Source: an optimization exercise on an open RTL-to-GDS flow (aim: small area and a short achievable clock period). Production flows keep margins and buffers that such runs may drop.
Where RTL was checked, it was by simulation tests only, not by an equivalence proof against the original.
Power figures rest on the tool's default switching activity, not on a simulated workload.

==> job 3387 <==
==> flow/design.v <==
module PipelineCPU(
    input wire clk,
    input wire rst_n,
    output wire [31:0] imem_addr,
    input  wire [31:0] imem_rdata,
    output wire [31:0] dmem_addr,
    output wire [31:0] dmem_wdata,
    output wire        dmem_we,
    input  wire [31:0] dmem_rdata,
    output wire        wb_en,
    output wire [4:0]  wb_reg,
    output wire [31:0] wb_data
);
    localparam [3:0] A_ADD = 4'd0, A_SUB = 4'd1, A_AND = 4'd2, A_OR = 4'd3,
                     A_LTU = 4'd4, A_LT = 4'd5, A_SLL = 4'd6, A_XOR = 4'd7,
                     A_SRL = 4'd9, A_LUI = 4'd10, A_PASS = 4'd11;
    reg  [31:0] pc;
    reg  [31:0] noop_pc;             
    reg  [31:0] pc_id;               
    reg  [31:0] ins_id;
    reg  [3:0]  aluc_ex;
    reg         memwr_ex, regwr_ex, regdst_ex, wrback_ex;
    reg         sub_ex, shr_ex;          
    reg         am_ex, aw_ex;            
    reg         bi_ex, bm_ex, bw_ex;     
    reg  [31:0] rd1_ex, rd2_ex;
    reg  [15:0] imm_ex;              
    reg         immx_ex;             
    reg  [4:0]  rt_ex;
    reg         memwr_mem, regwr_mem, wrback_mem;
    reg  [31:0] alu_mem, wdata_mem;
    reg  [4:0]  wreg_mem;
    reg         regwr_wb;
    reg  [4:0]  wreg_wb;
    reg  [31:0] wdata_wb;
    reg  [31:0] rf [1:31];
    reg  [31:1] rf_valid;
    integer     k;
    wire        rf_we = regwr_wb & (wreg_wb != 5'd0);
    genvar g;
    generate
        for (g = 1; g < 32; g = g + 1) begin : regs
            always @(posedge clk)
                if (rf_we && wreg_wb == g) rf[g] <= wdata_wb;
        end
    endgenerate
    always @(posedge clk or negedge rst_n)
        if (!rst_n) rf_valid <= 31'd0;
        else if (rf_we) rf_valid[wreg_wb] <= 1'b1;
    wire [5:0]  op   = ins_id[31:26];
    wire [4:0]  rs   = ins_id[25:21];
    wire [4:0]  rt   = ins_id[20:16];
    wire [5:0]  func = ins_id[5:0];
    wire [15:0] imm  = ins_id[15:0];
    reg  [31:1] sel1_q, sel2_q;
    wire [31:0] sel1 = {sel1_q, 1'b0};
    wire [31:0] sel2 = {sel2_q, 1'b0};
    reg [31:0] rd1, rd2;
    always @(*) begin
        rd1 = 32'd0;
        rd2 = 32'd0;
        for (k = 1; k < 32; k = k + 1) begin
            rd1 = rd1 | ({32{sel1[k]}} & rf[k]);
            rd2 = rd2 | ({32{sel2[k]}} & rf[k]);
        end
    end
    wire op_r    = (op == 6'b000000);
    wire op_beq  = (op == 6'b000100);
    wire op_bne  = (op == 6'b000101);
    wire op_bz   = (op == 6'b000001);    
    wire op_bgtz = (op == 6'b000111);
    wire op_blez = (op == 6'b000110);
    wire op_j    = (op == 6'b000010) | (op == 6'b000011);
    wire op_noop = (op == 6'b111111);
    wire f_jr    = (func == 6'b001000);
    reg [3:0] aluc;
    always @(*) begin
        case (op)
            6'b000000:
                case (func)
                    6'b100010, 6'b100011: aluc = A_SUB;
                    6'b100100: aluc = A_AND;
                    6'b100110: aluc = A_XOR;
                    6'b100101: aluc = A_OR;
                    6'b000000, 6'b000100: aluc = A_SLL;
                    6'b101010: aluc = A_LT;
                    6'b101011: aluc = A_LTU;
                    6'b000110, 6'b000011, 6'b000111, 6'b000010: aluc = A_SRL;
                    default: aluc = A_ADD;
                endcase
            6'b001100: aluc = A_AND;
            6'b001101: aluc = A_OR;
            6'b001010: aluc = A_LT;
            6'b001011: aluc = A_LTU;
            6'b001110: aluc = A_XOR;
            6'b000100, 6'b000101: aluc = A_SUB;
            6'b000001, 6'b000111, 6'b000110: aluc = A_PASS;
            6'b001111: aluc = A_LUI;
            default: aluc = A_ADD;
        endcase
    end
    wire srca = op_r & (func == 6'b000000 || func == 6'b000011 || func == 6'b000010);
    reg srcb, regdst, exts, memwr, regwr;
    always @(*) begin
        case (op)
            6'b001000, 6'b001001, 6'b001010, 6'b001011, 6'b001101, 6'b001111,
            6'b001110, 6'b101011, 6'b100011, 6'b101000, 6'b100000, 6'b111111:
                srcb = 1'b1;
            default: srcb = 1'b0;
        endcase
        case (op)
            6'b001001, 6'b001010, 6'b001011, 6'b111111, 6'b100011, 6'b100000,
            6'b001000, 6'b001101, 6'b001100, 6'b001110, 6'b001111:
                regdst = 1'b0;
            default: regdst = 1'b1;
        endcase
        case (op)
            6'b001101, 6'b001100, 6'b001110: exts = 1'b0;
            default: exts = 1'b1;
        endcase
        memwr = (op == 6'b101011) | (op == 6'b101000);
        case (op)
            6'b101011, 6'b101000, 6'b000100, 6'b000101, 6'b000111, 6'b000001,
            6'b000110, 6'b000010, 6'b000011: regwr = 1'b0;
            6'b000000: regwr = ~f_jr;
            default: regwr = 1'b1;
        endcase
    end
    wire wrback = (op == 6'b100011) | (op == 6'b100000);
    wire fwd_ad = (rs != 5'd0) & (rs == wreg_mem) & regwr_mem;
    wire fwd_bd = (rt != 5'd0) & (rt == wreg_mem) & regwr_mem;
    wire [31:0] ba = fwd_ad ? alu_mem : rd1;
    wire [31:0] bb = fwd_bd ? alu_mem : rd2;
    wire eq   = (ba == bb);
    wire az   = (ba == 32'd0);
    wire sgn  = ba[31];
    reg taken;
    always @(*) begin
        taken = 1'b0;
        if (op_beq)  taken = eq;
        if (op_bne)  taken = ~eq;
        if (op_bgtz) taken = ~sgn & ~az;
        if (op_bz)   taken = (rt == 5'd1) ? ~sgn : sgn;
        if (op_blez) taken = sgn | ~az;
    end
    wire is_jump   = op_j | (op_r & f_jr);
    wire [4:0] wreg_ex = regdst_ex ? imm_ex[15:11] : rt_ex;
    wire lwstall = ((rs == rt_ex) | (rt == rt_ex)) & wrback_ex;
    wire bhaz = (regwr_ex & ((wreg_ex == rs) | (wreg_ex == rt))) |
                (regwr_mem & ((wreg_mem == rs) | (wreg_mem == rt)));
    wire stall_t = lwstall | bhaz;                  
    wire stall_n = lwstall | (is_jump & bhaz);      
    wire [31:0] pc4     = pc + 32'd4;
    wire [31:0] ext     = {{16{exts & imm[15]}}, imm};
    wire [31:0] pc_br   = pc_id + {ext[29:0], 2'b00};
    wire [31:0] pc_jump = f_jr ? rd1 : {pc_id[31:28], ins_id[25:0], 2'b00};
    wire [31:0] next_n  = is_jump ? pc_jump : op_noop ? noop_pc : pc4;
    wire [31:0] next_pc = taken ? pc_br : next_n;
    wire [31:0] pc_t    = stall_t ? pc : pc_br;
    wire [31:0] pc_n    = stall_n ? pc : next_n;
    always @(posedge clk) noop_pc <= next_pc;
    always @(posedge clk or negedge rst_n)
        if (!rst_n) pc <= 32'd0;
        else pc <= taken ? pc_t : pc_n;
    wire [31:0] ins_n = is_jump ? 32'hFC00_0000 : stall_n ? ins_id : imem_rdata;
    wire [4:0]  rs_n  = stall_n ? rs : imem_rdata[25:21];
    wire [4:0]  rt_n  = stall_n ? rt : imem_rdata[20:16];
    wire        sel_ok = ~is_jump;
    reg  [31:1] sel1_n, sel2_n;
    always @(*)
        for (k = 1; k < 32; k = k + 1) begin
            sel1_n[k] = sel_ok & (rs_n == k) & (rf_valid[k] | (rf_we & (wreg_wb == k)));
            sel2_n[k] = sel_ok & (rt_n == k) & (rf_valid[k] | (rf_we & (wreg_wb == k)));
        end
    always @(posedge clk or negedge rst_n)
        if (!rst_n) begin
            sel1_q <= 31'd0;
            sel2_q <= 31'd0;
        end else begin
            sel1_q <= taken ? 31'd0 : sel1_n;
            sel2_q <= taken ? 31'd0 : sel2_n;
        end
    always @(posedge clk or negedge rst_n)
        if (!rst_n) ins_id <= 32'd0;
        else ins_id <= taken ? 32'hFC00_0000 : ins_n;
    always @(posedge clk) if (!stall_n) pc_id <= pc4;
    always @(posedge clk) begin
        imm_ex <= imm; immx_ex <= exts & imm[15];
    end
    wire ctl_t = ~stall_t;
    wire ctl_n = ~stall_n;
    wire ctl_ok = taken ? ctl_t : ctl_n;
    wire srca_k = srca & ctl_n;              
    wire srcb_k = srcb & ctl_n;
    wire fam = (rs != 5'd0) & (rs == wreg_ex)  & regwr_ex;
    wire faw = (rs != 5'd0) & (rs == wreg_mem) & regwr_mem;
    wire fbm = (rt != 5'd0) & (rt == wreg_ex)  & regwr_ex;
    wire fbw = (rt != 5'd0) & (rt == wreg_mem) & regwr_mem;
    wire [3:0] aluc_k = ctl_ok ? aluc : 4'd0;
    always @(posedge clk or negedge rst_n)
        if (!rst_n) begin
            aluc_ex <= 4'd0; memwr_ex <= 1'b0; sub_ex <= 1'b0; shr_ex <= 1'b0;
            regwr_ex <= 1'b0; regdst_ex <= 1'b0; wrback_ex <= 1'b0;
            am_ex <= 1'b0; aw_ex <= 1'b0; bi_ex <= 1'b0; bm_ex <= 1'b0; bw_ex <= 1'b0;
            rd1_ex <= 32'd0; rd2_ex <= 32'd0; rt_ex <= 5'd0;
        end else begin
            rd1_ex <= srca_k ? {27'd0, imm[10:6]} : rd1;
            rd2_ex <= rd2; rt_ex <= rt;
            am_ex <= ~srca_k & fam;
            aw_ex <= ~srca_k & ~fam & faw;
            bi_ex <= srcb_k;
            bm_ex <= ~srcb_k & fbm;
            bw_ex <= ~srcb_k & ~fbm & fbw;
            aluc_ex  <= aluc_k;
            sub_ex   <= (aluc_k == A_SUB) | (aluc_k == A_LT) | (aluc_k == A_LTU);
            shr_ex   <= (aluc_k == A_SRL);
            memwr_ex <= ctl_ok & memwr;
            regwr_ex <= ctl_ok & regwr;
            regdst_ex <= ctl_ok & regdst;
            wrback_ex <= ctl_ok & wrback;
        end
    wire ar_ex = ~(am_ex | aw_ex);
    wire br_ex = ~(bi_ex | bm_ex | bw_ex);
    wire [31:0] a = ({32{am_ex}} & alu_mem) | ({32{aw_ex}} & wdata_wb) |
                    ({32{ar_ex}} & rd1_ex);
    wire [31:0] b = ({32{bi_ex}} & {{16{immx_ex}}, imm_ex}) | ({32{bm_ex}} & alu_mem) |
                    ({32{bw_ex}} & wdata_wb) | ({32{br_ex}} & rd2_ex);
    wire        sub  = sub_ex;
    wire [32:0] sum  = {1'b0, a} + {1'b0, b ^ {32{sub}}} + {32'd0, sub};
    wire        ltu  = ~sum[32];
    wire        lt   = (a[31] ^ b[31]) ? a[31] : sum[31];
    wire        big  = |a[31:5];
    wire        shr_op = shr_ex;
    reg  [31:0] b_rev, sh_rev;
    wire [31:0] sh_in  = shr_op ? b_rev : b;
    wire [31:0] sh_l   = sh_in << a[4:0];
    always @(*)
        for (k = 0; k < 32; k = k + 1) begin
            b_rev[k]  = b[31-k];
            sh_rev[k] = sh_l[31-k];
        end
    wire [31:0] sh_res = big ? 32'd0 : (shr_op ? sh_rev : sh_l);
    reg [31:0] alu_out;
    always @(*) begin
        case (aluc_ex)
            A_AND:  alu_out = a & b;
            A_OR:   alu_out = a | b;
            A_LTU:  alu_out = {31'd0, ltu};
            A_LT:   alu_out = {31'd0, lt};
            A_SLL:  alu_out = sh_res;
            A_XOR:  alu_out = a ^ b;
            A_SRL:  alu_out = sh_res;
            A_LUI:  alu_out = {b[15:0], 16'd0};
            A_PASS: alu_out = a;
            default: alu_out = sum[31:0];
        endcase
    end
    always @(posedge clk or negedge rst_n)
        if (!rst_n) begin
            memwr_mem <= 1'b0; regwr_mem <= 1'b0; wrback_mem <= 1'b0;
            alu_mem <= 32'd0; wdata_mem <= 32'd0; wreg_mem <= 5'd0;
        end else begin
            memwr_mem <= memwr_ex; regwr_mem <= regwr_ex; wrback_mem <= wrback_ex;
            alu_mem <= alu_out; wdata_mem <= rd2_ex; wreg_mem <= wreg_ex;
        end
    always @(posedge clk or negedge rst_n)
        if (!rst_n) begin
            regwr_wb <= 1'b0; wreg_wb <= 5'd0; wdata_wb <= 32'd0;
        end else begin
            regwr_wb <= regwr_mem; wreg_wb <= wreg_mem;
            wdata_wb <= wrback_mem ? dmem_rdata : alu_mem;
        end
    assign imem_addr  = pc;
    assign dmem_addr  = alu_mem;
    assign dmem_wdata = wdata_mem;
    assign dmem_we    = memwr_mem;
    assign wb_en      = regwr_wb;
    assign wb_reg     = wreg_wb;
    assign wb_data    = wdata_wb;
endmodule
==> flow/run.sh <==
#!/bin/bash
# synth_recipe.tcl (not shown) runs the flow's synth.tcl, then flattens the netlist and writes it again
# the make line also repeats each setting of config.mk as NAME=value (left out here)
make -C /OpenROAD-flow-scripts/flow DESIGN_CONFIG=/design/flow/config.mk WORK_HOME=/design/flow/orfs CLKGATE_MAP_FILE= SYNTH_SCRIPT=/design/flow/synth_recipe.tcl finish
==> flow/config.mk <==
export PLATFORM = sky130hd
export DESIGN_NAME = PipelineCPU
export DESIGN_NICKNAME = PipelineCPU
export VERILOG_FILES = /design/flow/design.v
export SDC_FILE = /design/flow/constraint.sdc
export NUM_CORES = 4
export LEC_CHECK = 0
export CAP_MARGIN = 20
export CORE_MARGIN = 2
export CORE_UTILIZATION = 50
export CTS_CLUSTER_DIAMETER = 60
export CTS_CLUSTER_SIZE = 30
export PLACE_DENSITY = 0.65
export SETUP_SLACK_MARGIN = 5
export SLEW_MARGIN = 20
==> flow/constraint.sdc <==
create_clock -name core_clock -period 10.0 [get_ports {clk}]
set_input_delay 2.0000 -clock core_clock [delete_from_list [all_inputs] [get_ports {clk}]]
set_output_delay 2.0000 -clock core_clock [all_outputs]
set_load 0.01 [all_outputs]
==> job 7498: changes against job 3387 <==
--- a/flow/design.v
+++ b/flow/design.v
@@ -19,8 +19,11 @@
     reg  [31:0] pc_id;               
-    reg  [31:0] ins_id;
-    reg  [3:0]  aluc_ex;
+    reg  [31:0] ins_raw;             
+    reg         bub_q;               
+    wire [31:0] ins_id = bub_q ? 32'hFC00_0000 : ins_raw;
+    reg         r_sum, r_and, r_or, r_xor, r_ltu, r_lt, r_sh, r_lui, r_pass;
     reg         memwr_ex, regwr_ex, regdst_ex, wrback_ex;
     reg         sub_ex, shr_ex;          
-    reg         am_ex, aw_ex;            
-    reg         bi_ex, bm_ex, bw_ex;     
+    reg  [4:0]  shamt_ex;                
+    reg         am_ex, aw_ex, ar_ex;     
+    reg         bi_ex, bm_ex, bw_ex, br_ex;  
     reg  [31:0] rd1_ex, rd2_ex;
@@ -102,2 +105,4 @@
     wire srca = op_r & (func == 6'b000000 || func == 6'b000011 || func == 6'b000010);
+    wire is_shift = op_r & (func == 6'b000000 || func == 6'b000100 || func == 6'b000110 ||
+                            func == 6'b000011 || func == 6'b000111 || func == 6'b000010);
     reg srcb, regdst, exts, memwr, regwr;
@@ -131,7 +136,8 @@
     wire fwd_bd = (rt != 5'd0) & (rt == wreg_mem) & regwr_mem;
-    wire [31:0] ba = fwd_ad ? alu_mem : rd1;
-    wire [31:0] bb = fwd_bd ? alu_mem : rd2;
-    wire eq   = (ba == bb);
-    wire az   = (ba == 32'd0);
-    wire sgn  = ba[31];
+    wire e_rr = (rd1 == rd2);
+    wire e_mr = (alu_mem == rd2);
+    wire e_rm = (rd1 == alu_mem);
+    wire eq   = fwd_ad ? (fwd_bd | e_mr) : (fwd_bd ? e_rm : e_rr);
+    wire az   = fwd_ad ? (alu_mem == 32'd0) : (rd1 == 32'd0);
+    wire sgn  = fwd_ad ? alu_mem[31] : rd1[31];
     reg taken;
@@ -164,3 +170,2 @@
         else pc <= taken ? pc_t : pc_n;
-    wire [31:0] ins_n = is_jump ? 32'hFC00_0000 : stall_n ? ins_id : imem_rdata;
     wire [4:0]  rs_n  = stall_n ? rs : imem_rdata[25:21];
@@ -179,8 +184,13 @@
         end else begin
-            sel1_q <= taken ? 31'd0 : sel1_n;
-            sel2_q <= taken ? 31'd0 : sel2_n;
-        end
-    always @(posedge clk or negedge rst_n)
-        if (!rst_n) ins_id <= 32'd0;
-        else ins_id <= taken ? 32'hFC00_0000 : ins_n;
+            sel1_q <= sel1_n;
+            sel2_q <= sel2_n;
+        end
+    always @(posedge clk or negedge rst_n)
+        if (!rst_n) begin
+            ins_raw <= 32'd0;
+            bub_q   <= 1'b0;
+        end else begin
+            if (!stall_n) ins_raw <= imem_rdata;
+            bub_q <= taken | is_jump | (stall_n & bub_q);
+        end
     always @(posedge clk) if (!stall_n) pc_id <= pc4;
@@ -201,11 +211,17 @@
         if (!rst_n) begin
-            aluc_ex <= 4'd0; memwr_ex <= 1'b0; sub_ex <= 1'b0; shr_ex <= 1'b0;
+            r_sum <= 1'b1; r_and <= 1'b0; r_or <= 1'b0; r_xor <= 1'b0; r_ltu <= 1'b0;
+            r_lt <= 1'b0; r_sh <= 1'b0; r_lui <= 1'b0; r_pass <= 1'b0;
+            ar_ex <= 1'b1; br_ex <= 1'b1;
+            memwr_ex <= 1'b0; sub_ex <= 1'b0; shr_ex <= 1'b0;
             regwr_ex <= 1'b0; regdst_ex <= 1'b0; wrback_ex <= 1'b0;
             am_ex <= 1'b0; aw_ex <= 1'b0; bi_ex <= 1'b0; bm_ex <= 1'b0; bw_ex <= 1'b0;
-            rd1_ex <= 32'd0; rd2_ex <= 32'd0; rt_ex <= 5'd0;
-        end else begin
-            rd1_ex <= srca_k ? {27'd0, imm[10:6]} : rd1;
-            rd2_ex <= rd2; rt_ex <= rt;
+            rd1_ex <= 32'd0; rd2_ex <= 32'd0; rt_ex <= 5'd0; shamt_ex <= 5'd0;
+        end else begin
+            rd1_ex <= bub_q ? 32'd0 : srca_k ? {27'd0, imm[10:6]} : rd1;
+            rd2_ex <= bub_q ? 32'd0 : rd2;
+            shamt_ex <= ~is_shift ? 5'd0 : srca_k ? imm[10:6] : rd1[4:0];
+            rt_ex <= rt;
             am_ex <= ~srca_k & fam;
             aw_ex <= ~srca_k & ~fam & faw;
+            ar_ex <= srca_k | (~fam & ~faw);
             bi_ex <= srcb_k;
@@ -213,3 +229,12 @@
             bw_ex <= ~srcb_k & ~fbm & fbw;
-            aluc_ex  <= aluc_k;
+            br_ex <= ~srcb_k & ~fbm & ~fbw;
+            r_and  <= (aluc_k == A_AND);
+            r_or   <= (aluc_k == A_OR);
+            r_xor  <= (aluc_k == A_XOR);
+            r_ltu  <= (aluc_k == A_LTU);
+            r_lt   <= (aluc_k == A_LT);
+            r_sh   <= (aluc_k == A_SLL) | (aluc_k == A_SRL);
+            r_lui  <= (aluc_k == A_LUI);
+            r_pass <= (aluc_k == A_PASS);
+            r_sum  <= (aluc_k == A_ADD) | (aluc_k == A_SUB);
             sub_ex   <= (aluc_k == A_SUB) | (aluc_k == A_LT) | (aluc_k == A_LTU);
@@ -221,4 +246,2 @@
         end
-    wire ar_ex = ~(am_ex | aw_ex);
-    wire br_ex = ~(bi_ex | bm_ex | bw_ex);
     wire [31:0] a = ({32{am_ex}} & alu_mem) | ({32{aw_ex}} & wdata_wb) |
@@ -235,3 +258,4 @@
     wire [31:0] sh_in  = shr_op ? b_rev : b;
-    wire [31:0] sh_l   = sh_in << a[4:0];
+    wire [4:0]  sh_amt = am_ex ? alu_mem[4:0] : aw_ex ? wdata_wb[4:0] : shamt_ex;
+    wire [31:0] sh_l   = sh_in << sh_amt;
     always @(*)
@@ -242,17 +266,7 @@
     wire [31:0] sh_res = big ? 32'd0 : (shr_op ? sh_rev : sh_l);
-    reg [31:0] alu_out;
-    always @(*) begin
-        case (aluc_ex)
-            A_AND:  alu_out = a & b;
-            A_OR:   alu_out = a | b;
-            A_LTU:  alu_out = {31'd0, ltu};
-            A_LT:   alu_out = {31'd0, lt};
-            A_SLL:  alu_out = sh_res;
-            A_XOR:  alu_out = a ^ b;
-            A_SRL:  alu_out = sh_res;
-            A_LUI:  alu_out = {b[15:0], 16'd0};
-            A_PASS: alu_out = a;
-            default: alu_out = sum[31:0];
-        endcase
-    end
+    wire [31:0] alu_out = ({32{r_sum}} & sum[31:0]) | ({32{r_and}} & (a & b)) |
+                          ({32{r_or}} & (a | b)) | ({32{r_xor}} & (a ^ b)) |
+                          {31'd0, (r_ltu & ltu) | (r_lt & lt)} |
+                          ({32{r_sh}} & sh_res) | ({32{r_lui}} & {b[15:0], 16'd0}) |
+                          ({32{r_pass}} & a);
     always @(posedge clk or negedge rst_n)
==> flow/flow/run.sh (new file) <==
#!/bin/bash
set -euo pipefail
bash standard.sh SETUP_SLACK_MARGIN=5.5 \
    "BUFFER_PORTS_ARGS=-buffer_cell sky130_fd_sc_hd__buf_1" finish > flow_make.log 2>&1
==> flow/standard.sh (new file) <==
#!/bin/bash
# synth_recipe.tcl (not shown) runs the flow's synth.tcl, then flattens the netlist and writes it again
# the make line also repeats each setting of config.mk as NAME=value (left out here)
make -C /OpenROAD-flow-scripts/flow DESIGN_CONFIG=/design/flow/config.mk WORK_HOME=/design/flow/orfs CLKGATE_MAP_FILE= SYNTH_SCRIPT=/design/flow/synth_recipe.tcl "${@:-finish}"
CORE_UTILIZATION = 60   (was 50)
PLACE_DENSITY = 0.72   (was 0.65)
SETUP_SLACK_MARGIN = not set   (was 5)
removed: flow/run.sh
==> qor summary <==
item	job 7498	job 3387
Post-Syn Area per Cell	12.6 sq um	12.4 sq um
Count of clock-net buffers in the final layout	109	123
Proportion of synthesized chip area in sequential cells	60.2%	59.4%
Power Sequential	0.00853 W	0.00865 W
Routability Congestion	1.03	1.01
Setup slack of the worst register-to-register path	4.89 ns	4.91 ns
Register area	41,000 sq um	40,600 sq um
Result of the run	finished clean	finished clean
Chip Height	340 um	373 um
Overall die width	340 um	373 um
Synth Area in Adders	2.66%	2.64%
Count of mapped cells out of synthesis	5,406	5,494
Number of storage elements in the synthesis netlist	1,437	1,424
Area share of the largest cell type after synthesis	45.3%	45.1%
Combinational share of power	29.8%	32.9%
Final non-filler cell area	77,500 sq um	77,900 sq um
Combined area of the multi-input logic cells	26,400 sq um	26,100 sq um
Relative contribution of the clock network to total power	25.6%	25.1%
Biggest fanout along the worst timing path	8	20
Pre-antenna DRT Iters	15	11
Timing startpoint of the critical path	sel1_q[1]$_DFF_PN0_	sel1_q[13]$_DFF_PN0_
Number of clock sinks seen by CTS	1,437	1,424
End point of the critical path	pc[12]$_DFFE_PN0P_	pc[6]$_DFFE_PN0P_
Core region area	112,000 sq um	135,000 sq um
Met2 Track Usage GR	66.1%	57.4%
Worst-case vdd ir drop	0.211 mV	0.163 mV
Post-Synthesis Cell Area	67,800 sq um	68,200 sq um
For job 3387, only the layout was checked, not whether the RTL still works.

[re-timing with driven ports]
How much do the figures lean on ideal ports? The routed layouts below were timed once more, with nothing changed but the port constraints. Step 1, drivers: a clkbuf_16 drives clk and a buf_2 each remaining input, both assumed. Step 2, shift: input delay + t, output delay - t, t = (earliest + latest rising clock arrival at the registers) / 2. This alone moves slack from input paths to output paths. Three values: ideal ports, drivers, drivers and shift; two values: the first two.
run	t (ns)	setup WS [ns]	worst hold slack (ns)
job 3387	0.848	4.906 / 4.906 / 4.906	0.398 / 0.398 / 0.398
job 7498	0.845	4.889 / 4.889 / 4.889	0.388 / 0.388 / 0.388
After both steps every run listed still meets setup and hold.
